Source: an optimization exercise on an open RTL-to-GDS flow (aim: a short achievable clock period and few clock cycles). Production flows keep margins and buffers that such runs may drop.
Only simulation tests tie the RTL to the original design; equivalence was not proved.
Power is estimated from default activity; no workload was simulated.

<file path="flow/design.v">
`timescale 1ns / 1ps
module mux2_1(a,b,s,result);
input [31:0]a,b;
input s;
output [31:0] result;
assign result = s ? b : a ;
endmodule
`timescale 1ns / 1ps
module mux4_1(a,b,c,d,s,result);
input [31:0]a,b,c,d;
input [1:0] s;
output [31:0] result;
assign result = (s==2'b00) ? a :
                 (s==2'b01) ? b :
                 (s==2'b10) ? c :d ;
endmodule
`timescale 1ns / 1ps
module PCPlus4(a,b,s);
input [31:0] a,b;
output [31:0] s;
assign s = a + b;
endmodule
`timescale 1ns / 1ps
module PC_mem(PC_NEXT,clk,rst,PC,en);
input [31:0] PC_NEXT;
input clk,rst,en;
output reg [31:0] PC;
always @ (posedge clk or negedge rst)
if(rst == 1'b0)
begin
    PC <= 32'h00000000; 
end
else if (en)
begin
 PC <= PC;
 end
 else if(rst == 1'b1)
 begin
  PC <= PC_NEXT;
 end
endmodule
`timescale 1ns / 1ps
module Fetch_Cycle(clk,clear,rst,PCTargetE,PCSrcE,imem_addr,imem_rdata,InstrD,PCD,PCPlus4D,EN,StallF);
input [31:0] PCTargetE;
input PCSrcE,clk,rst,clear;
input [31:0] imem_rdata;
output [31:0] imem_addr;
output [31:0] InstrD,PCD,PCPlus4D;
wire [31:0] PC_F,PCF,PCPlus4F,RD_Instruct_F;
input EN,StallF;
reg [31:0] RD_Instruct_reg;
reg [31:0] PCF_reg;
reg [31:0] PCPlus4F_reg;
mux2_1 mux_f(
            .a(PCPlus4F),
            .b(PCTargetE),
            .s(PCSrcE),
            .result(PC_F)
            );
PC_mem PC_module(
                .PC_NEXT(PC_F),
                .clk(clk),
                .rst(rst),
                .PC(PCF),
                .en(StallF)
              );
PCPlus4 PC_adder(
                .a(PCF),
                .b(32'h00000004),
                .s(PCPlus4F)
);
assign imem_addr = PCF;
assign RD_Instruct_F = (rst == 1'b0) ? 32'h00000000 : imem_rdata;
 always @(posedge clk or negedge rst) 
 begin
    if ( rst == 1'b0) begin 
    RD_Instruct_reg <=32'h00000000;
    PCF_reg <=32'h00000000;
    PCPlus4F_reg <=32'h00000000;
    end
   else if (EN)
    begin
         RD_Instruct_reg <=RD_Instruct_reg;
         PCF_reg <=PCF_reg;
         PCPlus4F_reg <=PCPlus4F_reg;
end
else if (clear)
   begin
       RD_Instruct_reg <=32'h00000000;
       PCF_reg <=32'h00000000;
        PCPlus4F_reg <=32'h00000000;
end
else if ( rst == 1'b1)
     begin
     RD_Instruct_reg <=RD_Instruct_F;
     PCF_reg <=PCF;
     PCPlus4F_reg <=PCPlus4F;
       end
end
assign InstrD = (rst == 1'b0) ? 32'h00000000 :  RD_Instruct_reg;
assign PCD  = (rst == 1'b0) ? 32'h00000000 :  PCF_reg;
assign PCPlus4D  = (rst == 1'b0) ? 32'h00000000 :  PCPlus4F_reg;
endmodule
`timescale 1ns / 1ps
module Reg_mem(A1,A2,A3,WD3,clk,rst,WE3,RD1,RD2);
input [19:15] A1;
input [24:20]A2;
input [11:7] A3;
input [31:0] WD3;
input clk,rst,WE3;
output [31:0] RD1,RD2;
reg [31:0] Register_memory [31:0] ;
wire [31:0] RF1,RF2;
assign RF1 = (A1 == 5'h00) ? 32'h00000000 :
             (WE3 & (A3 == A1)) ? WD3 : Register_memory[A1];
assign RF2 = (A2 == 5'h00) ? 32'h00000000 :
             (WE3 & (A3 == A2)) ? WD3 : Register_memory[A2];
assign RD1 = (!rst) ? 32'h00000000 : RF1;
assign RD2 = (!rst) ? 32'h00000000 : RF2;
always @ (posedge clk )
    begin
      if(WE3 & (A3 != 5'h00)) 
        begin
            Register_memory[A3] <= WD3;
        end
    end
endmodule
`timescale 1ns / 1ps
module sign_ext(In,ImmExt,ImmSrc);
input [31:0] In;
input  [1:0] ImmSrc;
output [31:0] ImmExt;
assign ImmExt = (ImmSrc == 2'b01 ) ? {{20{In[31]}}, In[31:25], In[11:7]} :
                (ImmSrc == 2'b10 ) ? {{20{In[31]}}, In[7], In[30:25], In[11:8], 1'b0} :
                (ImmSrc == 2'b11 ) ? {{12{In[31]}}, In[19:12], In[20], In[30:21], 1'b0}:
                {{20{In[31]}}, In[31:20]} ;
endmodule
`timescale 1ns / 1ps
module main_decoder(Op  ,ResultSrc ,MemWrite ,AluSrc,Branch ,ImmSrc ,RegWrite, ALUOp,jump);
 input [6:0] Op;
 output  MemWrite,AluSrc,RegWrite,Branch,jump;
 output   [1:0] ALUOp ;
 output   [1:0] ImmSrc ;
 output  [1:0] ResultSrc;
wire res_or1,res_or2;
 assign RegWrite = (Op==7'b0000011 | Op==7'b0110011| Op == 7'b0010011 | Op==7'b1101111) ? 1'b1 : 1'b0;
 assign AluSrc = (res_or1 | Op==7'b0010011| Op==7'b0100011 ) ? 1'b1 : 1'b0; 
 assign res_or1 = ( Op==7'b0000011  ) ? 1'b1 : 1'b0; 
 assign MemWrite = (Op==7'b0100011) ? 1'b1 : 1'b0;
 assign Branch = (Op==7'b1100011) ? 1'b1 : 1'b0;
  assign jump = (Op==7'b1101111) ? 1'b1 : 1'b0;
 assign ALUOp = (Op==7'b0110011 | Op==7'b0010011 ) ? 2'b10 :
                (Op==7'b1100011) ? 2'b01 : 2'b00;
 assign ImmSrc = (Op==7'b0100011) ? 2'b01 : 
                 (Op==7'b1100011) ? 2'b10 :
                 (Op==7'b1101111) ? 2'b11 : 2'b00;
 assign ResultSrc = (Op==7'b0000011) ? 2'b01 :
                    (Op==7'b1101111) ? 2'b10 :
                     2'b00; 
endmodule
`timescale 1ns / 1ps
module alu_decoder(ALUOp,op,func3,func7,ALUControl);
input [6:0] op;
input [6:0] func7;
input [1:0] ALUOp;
input [2:0] func3;
output [2:0] ALUControl;
wire [1:0] cancatenation;
assign cancatenation = {op[5],func7[5]};
assign ALUControl = (ALUOp == 2'b00) ? 3'b000 :
                    (ALUOp == 2'b01) ? 3'b001 :
                    ((ALUOp == 2'b10) & (func3 == 3'b010)) ? 3'b101 :
                    ((ALUOp == 2'b10) & (func3 == 3'b110)) ? 3'b011 :
                    ((ALUOp == 2'b10) & (func3 == 3'b111)) ? 3'b010 :
                    ((ALUOp == 2'b10) & (func3 == 3'b000) & (cancatenation == 2'b11)) ? 3'b001 :
                    ((ALUOp == 2'b10) & (func3 == 3'b000) & (cancatenation != 2'b11)) ? 3'b000 : 3'b000;
endmodule
`timescale 1ns / 1ps
module Control_unit_top(Op,func3,func7,ResultSrc ,MemWrite,Branch ,AluSrc ,ImmSrc ,RegWrite,ALUControl,jump);
input [6:0] Op;
input [2:0] func3;
input [6:0] func7;
output [2:0] ALUControl;
output MemWrite,AluSrc,RegWrite,Branch,jump;
output [1:0] ImmSrc;
output [1:0] ResultSrc;
wire [1:0] ALUOp;
main_decoder main_Decoder(
                        .Op(Op),
                        .ResultSrc(ResultSrc),
                        .MemWrite(MemWrite),
                        .AluSrc(AluSrc),
                        .ImmSrc(ImmSrc),
                        .RegWrite(RegWrite), 
                        .ALUOp(ALUOp),
                        .Branch(Branch),
                       .jump(jump)
                        );
alu_decoder ALU_decoder(
                        .ALUOp(ALUOp),
                        .op(Op),
                        .func3(func3),
                        .func7(func7),
                        .ALUControl(ALUControl)
                                   );
endmodule
`timescale 1ns / 1ps
module Decode_cycle(clk,clr,rst,RdW,RegWriteW,RdE,InstrD,ResultW,PCD,PCPlus4D,
RD1E,RD2E,PCE,ImmExtE,PCPlus4E,RegWriteE,ResultWSrcE,MemWriteE,BranchE,ALUControlE,ALUSrcE,Rs1E,Rs2E,Rs1D,Rs2D,JumpE);
input [31:0] InstrD,PCD,PCPlus4D,ResultW;
input [4:0] RdW;
input clk,rst,RegWriteW,clr;
output [31:0] RD1E,RD2E,PCE,ImmExtE,PCPlus4E;
output [4:0] RdE,Rs1E,Rs2E,Rs1D,Rs2D;
output RegWriteE,MemWriteE,BranchE,ALUSrcE,JumpE;
output [1:0] ResultWSrcE;
output [2:0] ALUControlE;
wire [31:0] RD1_dec,RD2_dec,ImmExtD;
wire RegWriteD,MemWriteD,BranchD,ALUSrcD,JumpD;
wire [1:0] ImmSrcD_ext,ResultWSrcD;
wire [2:0] ALUControlD;
reg RegWriteD_reg,MemWriteD_reg,BranchD_reg,ALUSrcD_reg,JumpD_reg;
reg [1:0] ResultWSrcD_reg;
reg [2:0] ALUControlD_reg;
reg [31:0] RD1_dec_reg;
reg [31:0] RD2_dec_reg;
reg [31:0] PCD_reg;
reg [31:0] ImmExtD_reg;
reg [31:0] PCPlus4D_reg;
reg [4:0] RdD_reg;
reg [4:0] Rs1D_reg,Rs2D_reg;
Reg_mem Reg_decode_file(
                        .A1(InstrD[19:15]),
                        .A2(InstrD[24:20]),
                        .A3(RdW),
                        .WD3(ResultW),
                        .clk(clk),
                        .rst(rst),
                        .WE3(RegWriteW),
                        .RD1(RD1_dec),
                        .RD2(RD2_dec)
                        );
sign_ext sign_decode_ext(
                         .In(InstrD),
                         .ImmExt(ImmExtD),
                         .ImmSrc(ImmSrcD_ext)
                            );
Control_unit_top Control_unit_decode_top(
                                         .Op(InstrD[6:0]),
                                         .func3(InstrD[14:12]), 
                                         .func7(InstrD[31:25]),
                                         .ResultSrc(ResultWSrcD),
                                         .MemWrite(MemWriteD),
                                         .Branch(BranchD) ,
                                         .AluSrc(ALUSrcD),
                                         .ImmSrc(ImmSrcD_ext),
                                         .RegWrite(RegWriteD),
                                         .ALUControl(ALUControlD),
                                         .jump(JumpD)
                                         );
 always @( posedge clk or negedge rst )
 begin
    if (rst == 1'b0) begin
    RD1_dec_reg <= 32'h00000000;
    RD2_dec_reg <= 32'h00000000;
    PCD_reg <= 32'h00000000;
    ImmExtD_reg <= 32'h00000000;
    PCPlus4D_reg <= 32'h00000000;
    RdD_reg <= 5'h00;
    RegWriteD_reg <= 1'b0;
    MemWriteD_reg <= 1'b0;
   JumpD_reg <= 1'b0;
    BranchD_reg <= 1'b0;
    ALUSrcD_reg <= 1'b0;
    ResultWSrcD_reg <= 2'b00;
    ALUControlD_reg <= 3'b000;
   Rs1D_reg <= 5'h00;
  Rs2D_reg <= 5'h00;
    end
      else if (clr) begin
        RD1_dec_reg <= 32'h00000000;
          RD2_dec_reg <= 32'h00000000;
          PCD_reg <= 32'h00000000;
          ImmExtD_reg <= 32'h00000000;
          PCPlus4D_reg <= 32'h00000000;
          RdD_reg <= 5'h00;
          RegWriteD_reg <= 1'b0;
          MemWriteD_reg <= 1'b0;
        JumpD_reg <= 1'b0;
          BranchD_reg <= 1'b0;
          ALUSrcD_reg <= 1'b0;
          ResultWSrcD_reg <= 2'b00;
          ALUControlD_reg <= 3'b000;
         Rs1D_reg <= 5'h00;
        Rs2D_reg <= 5'h00;
        end
        else if ( rst == 1'b1)
             begin
                RD1_dec_reg <= RD1_dec;
                RD2_dec_reg <= RD2_dec;
                PCD_reg <= PCD;
                ImmExtD_reg <=  ImmExtD;
                PCPlus4D_reg <= PCPlus4D;
                RdD_reg <= InstrD[11:7];
                RegWriteD_reg <= RegWriteD;
                MemWriteD_reg <= MemWriteD;
                JumpD_reg <= JumpD;
                BranchD_reg <= BranchD;
                ALUSrcD_reg <= ALUSrcD;
                ResultWSrcD_reg <= ResultWSrcD;
                ALUControlD_reg <= ALUControlD;
               Rs1D_reg <= InstrD[19:15];
              Rs2D_reg <= InstrD[24:20];
                end
end
assign RD1E = (rst == 1'b0 ) ? 32'h00000000 : RD1_dec_reg;
assign RD2E = (rst == 1'b0 ) ? 32'h00000000 : RD2_dec_reg;
assign PCE = (rst == 1'b0 ) ? 32'h00000000 : PCD_reg;
assign ImmExtE = (rst == 1'b0 ) ? 32'h00000000 : ImmExtD_reg;
assign PCPlus4E = (rst == 1'b0 ) ? 32'h00000000 : PCPlus4D_reg;
assign RdE = (rst == 1'b0 ) ? 5'h00  : RdD_reg;
assign JumpE= (rst == 1'b0 ) ?1'b0 : JumpD_reg;
assign RegWriteE = (rst == 1'b0 ) ? 1'b0 : RegWriteD_reg;
assign ResultWSrcE = (rst == 1'b0 ) ? 2'b00 : ResultWSrcD_reg;
assign MemWriteE = (rst == 1'b0 ) ? 1'b0 : MemWriteD_reg;
assign BranchE = (rst == 1'b0 ) ? 1'b0 : BranchD_reg;
assign ALUControlE = (rst == 1'b0 ) ? 3'b000 : ALUControlD_reg;
assign ALUSrcE = (rst == 1'b0 ) ? 1'b0 : ALUSrcD_reg;
assign Rs1E = (rst == 1'b0 ) ? 5'h00 : Rs1D_reg;
assign Rs2E = (rst == 1'b0 ) ? 5'h00 : Rs2D_reg;
assign Rs1D = (rst == 1'b0 ) ? 5'h00 : InstrD[19:15];
assign Rs2D = (rst == 1'b0 ) ? 5'h00 : InstrD[24:20];
endmodule 
`timescale 1ns / 1ps
module ALU_8(A,B,ALUControls,result,Zero,N,C,V,stl);
input [31:0] A,B;
input [2:0] ALUControls;
output Zero;
output [31:0] result,  N, C, V, stl;
wire [31:0] a_and_b;
wire [31:0] a_or_b;
wire [31:0] not_b;
wire [31:0] mux_1;
wire [31:0] sum;
wire [31:0] mux_2;
wire [31:0] cout;
assign a_and_b = A & B;
assign a_or_b = A | B;
assign not_b = ~B;
assign mux_1= (ALUControls[0] == 1'b0) ? B : not_b; 
assign {cout,sum}= A + mux_1 + ALUControls[0];
assign mux_2= (ALUControls[2:0] == 3'b000) ? sum :
              (ALUControls[2:0] == 3'b001) ? sum :
              (ALUControls[2:0] == 3'b010) ? a_and_b :
              (ALUControls[2:0] == 3'b011) ? a_or_b : 
              (ALUControls[2:0] == 3'b101) ? stl : 32'h00000000;
assign result=mux_2;
assign Zero = (result == 32'h00000000);
assign N = result[31];
assign C = cout & (~ALUControls[1]);
assign V = (~ALUControls[1]) & (A[31] ^ sum[31]) & (~(A[31] ^ B[31] ^ ALUControls[0]));
assign stl = {31'b0000000000000000000000000000000 , sum[31] ^ V[0]};
endmodule
`timescale 1ns / 1ps
module Execute_Cycle(clk,rst,RegWriteE,JumpE,ResultSrcE,MemWriteE,BranchE,ALUControlE,ALUSrcE,RD1E,ForwardBE,
RD2E,PCE,RdE,ImmExtE,PCPlus4E,RegWriteM,ResultSrcM,MemWriteM,ALUResultM,WriteDataM,RdM,PCPlus4M,ForwardAE,
PCTargetE,ResultW,Rs1E,Rs2E,PCSrcE);
input clk,rst,RegWriteE,MemWriteE,BranchE,ALUSrcE,JumpE;
input[2:0] ALUControlE;
input [1:0] ResultSrcE,ForwardAE,ForwardBE;
input [31:0] RD1E,RD2E,PCE,ImmExtE,PCPlus4E,ResultW;
input [4:0] RdE;
input [4:0] Rs1E,Rs2E;
output RegWriteM,MemWriteM;
output [1:0] ResultSrcM;
output [31:0] ALUResultM,WriteDataM,PCPlus4M,PCTargetE;
output [4:0] RdM;
wire [31:0] SrcBE,ALU_result,SrcAE,SrcBE2;
wire ZeroE;
output PCSrcE;
reg RegWriteE_reg,MemWriteE_reg;
reg [1:0] ResultSrcE_reg;
reg [31:0] ALU_result_reg,WriteDataE_reg,PCPlus4E_reg;
reg [4:0] RdE_reg;
ALU_8 ALU_Execute(
                  .A(SrcAE),
                  .B(SrcBE),
                  .ALUControls(ALUControlE),
                  .result(ALU_result),
                  .Zero(ZeroE),
                  .N(),
                  .C(),
                  .V(),
                  .stl()
               );
mux2_1 mux_Execute(
                    .a(SrcBE2),
                    .b(ImmExtE),
                    .s(ALUSrcE),
                    .result(SrcBE)
                );               
mux4_1 mux3_1(
               .a(RD1E),
               .b(ResultW),
               .c(ALUResultM),
               .d(32'h00000000),
               .s(ForwardAE),
               .result(SrcAE)
                );
mux4_1 mux3_2(
                .a(RD2E),
                .b(ResultW),
                .c(ALUResultM),
                .d(32'h00000000),
                .s(ForwardBE),
                .result(SrcBE2)
                );
PCPlus4 Execute_adder(
                        .a(PCE),
                        .b(ImmExtE),
                        .s(PCTargetE)
                        );
always @(posedge clk or negedge rst )
begin
    if (rst == 1'b0)
        begin
        RegWriteE_reg <= 1'b0;
        MemWriteE_reg <= 1'b0;
        ResultSrcE_reg <= 2'b00;
        ALU_result_reg <=32'h00000000;
        WriteDataE_reg <=32'h00000000;
        RdE_reg <=5'h00;
        PCPlus4E_reg <=32'h00000000;
        end
        else begin
        RegWriteE_reg <= RegWriteE;
        MemWriteE_reg <=  MemWriteE;
        ResultSrcE_reg <= ResultSrcE;
        ALU_result_reg <=ALU_result;
        WriteDataE_reg <= SrcBE2;
        RdE_reg <= RdE;
        PCPlus4E_reg <= PCPlus4E;
        end
end
assign RegWriteM = ( rst == 1'b0 ) ? 1'b0 : RegWriteE_reg;
assign MemWriteM = ( rst == 1'b0 ) ? 1'b0 : MemWriteE_reg;
assign ResultSrcM = ( rst == 1'b0 ) ? 2'b00 : ResultSrcE_reg;
assign ALUResultM = ( rst == 1'b0 ) ? 32'h00000000 : ALU_result_reg;
assign WriteDataM = ( rst == 1'b0 ) ? 32'h00000000 : WriteDataE_reg;
assign RdM = ( rst == 1'b0 ) ? 5'h00 : RdE_reg;
assign PCPlus4M = ( rst == 1'b0 ) ? 32'h00000000 : PCPlus4E_reg;
assign PCSrcE =  (JumpE | (ZeroE & BranchE)); 
endmodule
`timescale 1ns / 1ps
module Memory_cycle(rst,clk,RegWriteM,ResultSrcM,MemWriteM,ALUResultM,WriteDataM,RdM,PCPlus4M,
RegWriteW,ResultSrcW,ReadDataW,RdW,PCPlus4W,ALUResultW,dmem_addr,dmem_wdata,dmem_we,dmem_rdata);
input RegWriteM,MemWriteM,rst,clk;
input [1:0] ResultSrcM;
input [31:0] ALUResultM,WriteDataM,PCPlus4M;
input [4:0] RdM;    
output RegWriteW;
output [1:0] ResultSrcW;
output [31:0] ReadDataW,PCPlus4W,ALUResultW;
output [4:0] RdW;
output [31:0] dmem_addr,dmem_wdata;
output dmem_we;
input [31:0] dmem_rdata;
wire [31:0] ReadDataM_top;
reg RegWriteM_reg;
reg [1:0] ResultSrcM_reg;
reg [31:0] ReadDataM_reg,PCPlus4M_reg;
reg [4:0] RdM_reg;
reg [31:0] ALUResultM_reg;
assign dmem_addr = ALUResultM;
assign dmem_wdata = WriteDataM;
assign dmem_we = MemWriteM;
assign ReadDataM_top = (rst == 1'b0 ) ? 32'h00000000 : dmem_rdata;
always @(posedge clk or negedge rst)
begin
    if (rst == 1'b0)begin
    RegWriteM_reg <= 1'b0;
     ResultSrcM_reg <= 2'b00;
    ReadDataM_reg <= 32'h00000000;
    PCPlus4M_reg <= 32'h00000000;
    RdM_reg <= 5'h00;
    ALUResultM_reg <= 32'h00000000;
    end
    else begin
    RegWriteM_reg <= RegWriteM;
         ResultSrcM_reg <=  ResultSrcM;
        ReadDataM_reg <= ReadDataM_top;
        PCPlus4M_reg <= PCPlus4M;
        RdM_reg <=  RdM;
        ALUResultM_reg <= ALUResultM;
        end
end
assign RegWriteW = (rst == 1'b0 ) ? 1'b0 : RegWriteM_reg;
assign ResultSrcW = (rst == 1'b0 ) ? 2'b00 : ResultSrcM_reg;
assign ReadDataW = (rst == 1'b0 ) ? 32'h0000000 : ReadDataM_reg;
assign RdW = (rst == 1'b0 ) ? 5'h00 : RdM_reg;
assign PCPlus4W = (rst == 1'b0 ) ? 32'h0000000 : PCPlus4M_reg;
assign ALUResultW = (rst == 1'b0 ) ? 32'h0000000 : ALUResultM_reg;
endmodule
`timescale 1ns / 1ps
module Writeback_cycle(clk,rst,ResultSrcW,ReadDataW,ALUResultW,
PCPlus4W,ResultW);
input clk,rst;
input [1:0] ResultSrcW;
input [31:0] ReadDataW,ALUResultW,PCPlus4W;
output [31:0] ResultW;
mux4_1 mux_writeback(
                     .a(ALUResultW),
                     .b(ReadDataW),
                     .c(PCPlus4W),
                     .d(32'h00000000),
                     .s(ResultSrcW),
                     .result(ResultW)
                     );
endmodule
`timescale 1ns / 1ps
module Hazard_unit(rst,Rs1E,Rs2E,RdM,RegWriteM,RdW,RegWriteW,ForwardAE,ForwardBE
,StallF,StallD,FlushE,Rs1D,Rs2D,RdE,ResultSrcE,PCSrcE,FlushD);
input  rst,RegWriteW,RegWriteM,PCSrcE;
input [1:0] ResultSrcE;
input [4:0] Rs1E,Rs2E,RdM,RdW,RdE,Rs1D,Rs2D;
output [1:0] ForwardAE,ForwardBE;
output StallF,StallD,FlushE,FlushD;
wire lwStall;
assign ForwardAE = (rst == 1'b0) ? 2'b00 :
                    ((Rs1E == RdM) & (RegWriteM == 1'b1) & (RdM != 5'h00)) ? 2'b10 :
                    ((Rs1E == RdW) & (RegWriteW == 1'b1) & (RdW != 5'h00)) ? 2'b01 : 2'b00;
assign ForwardBE = (rst == 1'b0) ? 2'b00 :
                    ((Rs2E == RdM) & (RegWriteM == 1'b1) & (Rs2E != 5'h00)) ? 2'b10 :
                    ((Rs2E == RdW) & (RegWriteW == 1'b1) & (Rs2E != 5'h00)) ? 2'b01 : 2'b00;
assign lwStall = (rst == 1'b0) ? 1'b0 : ResultSrcE[0] & ((Rs1D == RdE) | (Rs2D == RdE));
assign  StallF = (rst == 1'b0)  ? 1'b0 : lwStall; 
assign  StallD = (rst == 1'b0)  ? 1'b0 : lwStall; 
assign FlushD = PCSrcE;
assign FlushE = lwStall | PCSrcE;
endmodule
`timescale 1ns / 1ps
module Pipeline_top(clk,rst,imem_addr,imem_rdata,dmem_addr,dmem_wdata,dmem_we,dmem_rdata);
input clk,rst;
output [31:0] imem_addr;
input  [31:0] imem_rdata;
output [31:0] dmem_addr;
output [31:0] dmem_wdata;
output dmem_we;
input  [31:0] dmem_rdata;
wire PCSrcE,RegWriteW,RegWriteE,MemWriteE,BranchE,ALUSrcE,RegWriteM,MemWriteM,
StallF,StallD,FlushE,JumpE,FlushD;
wire [31:0] PCTargetE,InstrD,PCD,PCPlus4D,ResultW,RD1E,RD2E,
PCE,ImmExtE,PCPlus4E,ALUResultM,WriteDataM,PCPlus4M,ReadDataW,PCPlus4W,ALUResultW;
wire [4:0] RdW,RdE,RdM,Rs1E,Rs2E,Rs2D,Rs1D;
wire [1:0] ResultSrcE,ResultSrcM,ResultSrcW,ForwardAE,ForwardBE;
wire [2:0] ALUControlE;
Fetch_Cycle Fetch_top(
                    .clk(clk),
                    .rst(rst),
                    .PCTargetE(PCTargetE),
                    .PCSrcE(PCSrcE),
                    .imem_addr(imem_addr),
                    .imem_rdata(imem_rdata),
                    .InstrD(InstrD),
                    .PCD(PCD),
                    .PCPlus4D(PCPlus4D),    
                    .EN(StallD),
                    .StallF(StallF),
                   .clear(FlushD)
                    );
Decode_cycle Decode_top(
                        .clk(clk),
                        .rst(rst),
                        .RdW(RdW),
                        .RegWriteW(RegWriteW),
                        .RdE(RdE),
                        .InstrD(InstrD),
                        .ResultW(ResultW),
                        .PCD(PCD),
                        .PCPlus4D(PCPlus4D),
                        .RD1E(RD1E),
                        .RD2E(RD2E),
                        .PCE(PCE),
                        .ImmExtE(ImmExtE),
                        .PCPlus4E(PCPlus4E),
                        .RegWriteE(RegWriteE),
                        .ResultWSrcE(ResultSrcE),
                        .MemWriteE(MemWriteE),
                        .BranchE(BranchE),
                        .ALUControlE(ALUControlE),
                        .ALUSrcE(ALUSrcE),
                        .Rs1E(Rs1E),
                        .Rs2E(Rs2E),
                        .Rs1D(Rs1D),
                        .Rs2D(Rs2D),
                        .clr(FlushE),
                        .JumpE(JumpE)
                        );
Execute_Cycle Execute_top(
                            .clk(clk),
                            .rst(rst),
                            .RegWriteE(RegWriteE),
                            .ResultSrcE(ResultSrcE),
                            .MemWriteE(MemWriteE),
                            .BranchE(BranchE),
                            .ALUControlE(ALUControlE),
                            .ALUSrcE(ALUSrcE),
                            .RD1E(RD1E),
                            .RD2E(RD2E),
                            .PCE(PCE),
                            .RdE(RdE),
                            .ImmExtE(ImmExtE),
                            .PCPlus4E(PCPlus4E),
                            .RegWriteM(RegWriteM),
                            .ResultSrcM(ResultSrcM),
                            .MemWriteM(MemWriteM),
                            .ALUResultM(ALUResultM),
                            .WriteDataM(WriteDataM),
                            .RdM(RdM),
                            .PCSrcE(PCSrcE),
                            .PCPlus4M(PCPlus4M),
                            .PCTargetE(PCTargetE),
                            .Rs1E(Rs1E),
                            .Rs2E(Rs2E),
                            .ResultW(ResultW),
                            .ForwardBE(ForwardBE),
                            .ForwardAE(ForwardAE),
                            .JumpE(JumpE)
                            );
Memory_cycle Memory_top(
                            .rst(rst),
                            .clk(clk),
                            .RegWriteM(RegWriteM),
                            .ResultSrcM(ResultSrcM),
                            .MemWriteM(MemWriteM),
                            .ALUResultM(ALUResultM),
                            .WriteDataM(WriteDataM),
                            .RdM(RdM),
                            .PCPlus4M(PCPlus4M),
                            .RegWriteW(RegWriteW),
                            .ResultSrcW(ResultSrcW),
                            .ReadDataW(ReadDataW),
                            .RdW(RdW),
                            .PCPlus4W(PCPlus4W),
                            .ALUResultW(ALUResultW),
                            .dmem_addr(dmem_addr),
                            .dmem_wdata(dmem_wdata),
                            .dmem_we(dmem_we),
                            .dmem_rdata(dmem_rdata)
                            );
Writeback_cycle Writeback_top(
                            .clk(clk),
                            .rst(rst),
                            .ResultSrcW(ResultSrcW),
                            .ReadDataW(ReadDataW),
                            .ALUResultW(ALUResultW),
                            .PCPlus4W(PCPlus4W),
                            .ResultW(ResultW)
                            );
Hazard_unit Hazard_top(
                          .rst(rst),
                           .Rs1E(Rs1E),
                           .Rs2E(Rs2E),
                           .RdM(RdM),
                            .RegWriteM(RegWriteM),
                            .RdW(RdW),
                            .RegWriteW(RegWriteW),
                            .ForwardAE(ForwardAE),
                            .ForwardBE(ForwardBE),
                             .StallF(StallF),
                             .StallD(StallD),
                             .FlushE(FlushE),
                             .ResultSrcE(ResultSrcE),
                             .RdE(RdE),
                             .Rs1D(Rs1D),
                             .Rs2D(Rs2D),
                             .PCSrcE(PCSrcE),
                             .FlushD(FlushD)
                            );
endmodule
</file>
<file path="flow/run.sh">
#!/bin/bash
# synth_recipe.tcl (not shown) runs the flow's synth.tcl, then flattens the netlist and writes it again
# the make line also repeats each setting of config.mk as NAME=value (left out here)
make -C /OpenROAD-flow-scripts/flow DESIGN_CONFIG=/design/flow/config.mk WORK_HOME=/design/flow/orfs CLKGATE_MAP_FILE= SYNTH_SCRIPT=/design/flow/synth_recipe.tcl finish
</file>
<file path="flow/config.mk">
export PLATFORM = sky130hd
export DESIGN_NAME = Pipeline_top
export DESIGN_NICKNAME = Pipeline_top
export VERILOG_FILES = /design/flow/design.v
export SDC_FILE = /design/flow/constraint.sdc
export NUM_CORES = 4
export LEC_CHECK = 0
export CAP_MARGIN = 20
export CORE_MARGIN = 2
export CORE_UTILIZATION = 40
export PLACE_DENSITY = 0.6
export SLEW_MARGIN = 20
</file>
<file path="flow/constraint.sdc">
create_clock -name core_clock -period 8.0 [get_ports {clk}]
set_input_delay 1.6000 -clock core_clock [delete_from_list [all_inputs] [get_ports {clk}]]
set_output_delay 1.6000 -clock core_clock [all_outputs]
set_load 0.01 [all_outputs]
</file>
==> results.cfg <==
[final_layout]
fill_cells = 16782
synthToLayoutAreaGrowth_pct = 16.3
final_layout_size_suffix_gt1_frac = 0.204
final_nets = 6309
largest_reg_flops = 1024
top_register = Decode_top.Reg_decode_file.Register_memory
final_area_sq_um = 88700
regArea_sq_um = 43500
multiInputGateArea_sq_um = 31100

[floorplanning]
initial_utilization = 0.402
die_h_microns = 441
num_rows = 160
core_area_sq_um = 190000
ios = 163
die_area_sq_um = 194000
die_x_microns = 441

[timing]
fin_skew_ps = 51.6
setup_viol = 0
tightestPinTransition_ps = 1290
period_needed_ps = 7610
max_freq_mhz = 131
setup_ws_ps = 394
hold_violations = 0
relSlewSlack = 0.137
hold_ws_ps = 452
finalCritPeriodShare = 0.951
slew_violations = 0
rsz0062_at_grt = no

[global_route]
use_met3 = 0.0735
grt_pass1_vias = 54554
busiest_layer = met2
antenna_found_initial = 10
met2_usage = 0.438
grt_start_max_net_pins = 160
grtUsageTotal = 0.289
grt_pass1_wl_mm = 404
grt_overflow_total = 0
gr-usage-met1 = 0.393

[clock_tree]
ctsHoldBuffers = 0
cts.repair.resized = 0
cts_buffers = 165
tritoncts = yes
cts_max_level = 4
cts.sinks = 1531
clock_latency_ps = 860
clockBufferDepth = 3
clk_pin_slew_ps = 60
cts_setup_buffers = 0
cts-root-buf = clkbuf_16

[yosys]
avgSynthCellArea_sq_um = 13.0
synth_flop_cell = edfxtp_1
synth.area.top_cells = edfxtp_1 40%, dfrtp_1 17%, mux4_2 13%, nand2_1 3.7%, and2_1 1.9%
synth_seq_cells = 1531
yosys.area.top_type = edfxtp_1
ys_async_sr_fraction = 0.331
syn_inst = 5868
seq_area_frac_synth = 0.570
syn-cell-area_sq_um = 76300
yosysUniqueCellTypes = 100
yosys_warnings = 6
synth_edf_count = 1024
synth_top_area_frac = 0.403

[drt]
route.detailed.drc = 0
routedWlPerCell_microns = 32.1
first_pass_iters = 7
viasPerCell = 6.33
antenna_left = 0
drt-initial-drc-count = 7461
via_count = 55883
routed_wl_mm = 284

[power_and_ir_drop]
p_leak_nw = 32.9
p_per_area_nw_per_um2 = 231
ir_worst_vdd_mv = 0.245

[setup_path]
crit_arrival_ps = 8260
cp.required_ps = 8650
cp_slowest_cell = o311ai_0
crit_path_max_incr_delay_ps = 650
critical_path.startpoint_type = input port
critical_path.endpoint_type = flip-flop
cp_num_buf_inv = 6
regToRegSetupSlack_ps = 510
crit_family = compound AO/OA/AOI/OAI gates
cp_max_fo = 25
crit_top_cell = buf_4
criticalPathCategory = input port to flip-flop

[hold_path]
hold_path.class = flip-flop to flip-flop

[place]
portBuffers = 162
placed_area_sq_um = 83400
place_ws_ps = -167
place_hpwl_mm = 187
gp_congestion = 1.02

[run]
maxCapViolations = 0

[outcome]
status = complete, no violations
metal layers:
layer | routed length (microns) | share of wire
met5 | 65 | 0.00023
met4 | 14500 | 0.051
met3 | 30600 | 0.11
met2 | 127000 | 0.45
met1 | 111000 | 0.39
synth_stat cells (all sizes together), types with 15 or more instances:
master      n
a2111oi    25
a211oi     58
a21o       40
a21oi     227
a221o      15
a221oi     33
a22o      101
a22oi      57
a311oi     27
a31oi      65
a32o       19
and2      234
and3       53
buf       131
clkbuf    344
dfrtp     507
edfxtp   1024
ha         67
inv        92
mux2       28
mux2i     132
mux4      446
nand2     757
nand2b     19
nand3     225
nand3b     19
nand4      25
nor2      225
nor2b      19
nor3       63
nor4       21
o211ai     48
o21ai     247
o22ai      47
o2bb2ai    62
o31ai      47
o41ai      17
or2        17
or3        18
xnor2      75
xor2       50
per-stage QoR:
stage	TNS (ps)	std cells	util	total power, mW
2_1_floorplan	0	5899	-	11.3
3_3_place_gp	-3630	8513	0.439	13.0
3_5_place_dp	-12930	8518	0.439	13.0
4_1_cts	0	8824	0.467	20.5
5_1_grt	0	8825	0.467	21.1
6_report	0	8830	0.468	20.5
layout make-up:
class,count,area share
Sequential cell,1531,0.490
Inverter,93,0.00402
Antenna cell,6,0.000169
Tap cell,2511,0.0354
Clock inverter,95,0.00956
Timing Repair Buffer,583,0.0596
Clock buffer,211,0.0504
Multi-Input combinational cell,3800,0.351
where the power goes:
| part | total (mW) | leakage [nW] | switching (mW) | internal [mW] |
|---|---|---|---|---|
| logic | 3.55 | 14.5 | 2.16 | 1.39 |
| clock network | 7.62 | 2.58 | 3.38 | 4.25 |
| registers | 9.36 | 15.9 | 0.428 | 8.93 |
cells by family after synthesis:
| kind of cell | count (synthesis) | synth area share |
|---|---|---|
| AO/OA/AOI/OAI | 1235 | 0.114 |
| XOR/XNOR | 125 | 0.0144 |
| adder cells (fa/ha/maj) | 70 | 0.0116 |
| buffers and inverters | 568 | 0.0294 |
| flip-flops | 1531 | 0.570 |
| multiplexers | 606 | 0.153 |
| other | 1 | 0.0000492 |
| AND/OR/NAND/NOR | 1732 | 0.107 |
layout by cell type, fill, tap and decap left out, types with 47 or more instances in the layout:
cell / netlist / final
a211oi_1: 58 / 57
a21oi_1: 226 / 220
a22o_1: 101 / 101
a22oi_1: 57 / 57
a31oi_1: 65 / 64
and2_1: 231 / 228
and3_1: 53 / 53
buf_4: 5 / 382
clkbuf_16: 0 / 167
clkdlybuf4s50_1: 0 / 161
dfrtp_1: 507 / 501
edfxtp_1: 1024 / 1024
ha_1: 67 / 67
inv_1: 91 / 90
mux2i_1: 132 / 132
mux4_2: 446 / 446
nand2_1: 756 / 745
nand3_1: 225 / 225
nor2_1: 224 / 187
nor3_1: 61 / 60
o211ai_1: 48 / 48
o21ai_0: 238 / 237
o22ai_1: 47 / 47
o31ai_1: 47 / 47
xnor2_1: 75 / 75
xor2_1: 50 / 50
path summary, 6_finish.rpt:
check,from,to,cells after the start
max,rst,Fetch_top.PC_module.PC[11],28
min,Execute_top.PCPlus4E_reg[3],Memory_top.PCPlus4M_reg[3],1
max reg2reg,Decode_top.Rs2D_reg[1],Fetch_top.PC_module.PC[11],28
min reg2reg,Execute_top.PCPlus4E_reg[3],Memory_top.PCPlus4M_reg[3],1
max in group asynchronous,rst,Fetch_top.PCF_reg[21],5
min in group asynchronous,rst,Memory_top.RegWriteM_reg,2
Testbench counts, summed over its fixed seeds: cycles 24,737.

[separate check: timing with driven ports]
Ports are ideal in the flow. The routed layout listed here was re-timed in OpenROAD.
Step 1 assumes that a clkbuf_16 drives the clock port and a buf_2 every other input.
Step 2 adds t to the input delays and takes it off the output delays; t is the mean of the earliest and latest rising clock arrival at the registers after step 1. Input paths then give back, and output paths get back, about the clock's delay inside the block.
Three values: no drivers, after step 1, after step 2; two values: the first two.
shift t [ns]: 0.926
setup slack, ns: 0.394 / 0.449 / -0.477
worst setup path at the end: input to register
worst register clock-pin slew, ns: 0.08 / 0.08
cell pins on the clock port's net: 1
Met with ideal ports but missed after step 2: setup timing in this run. The setup slack of this run moves by +0.055 ns with the drivers and by -0.871 ns with both steps.
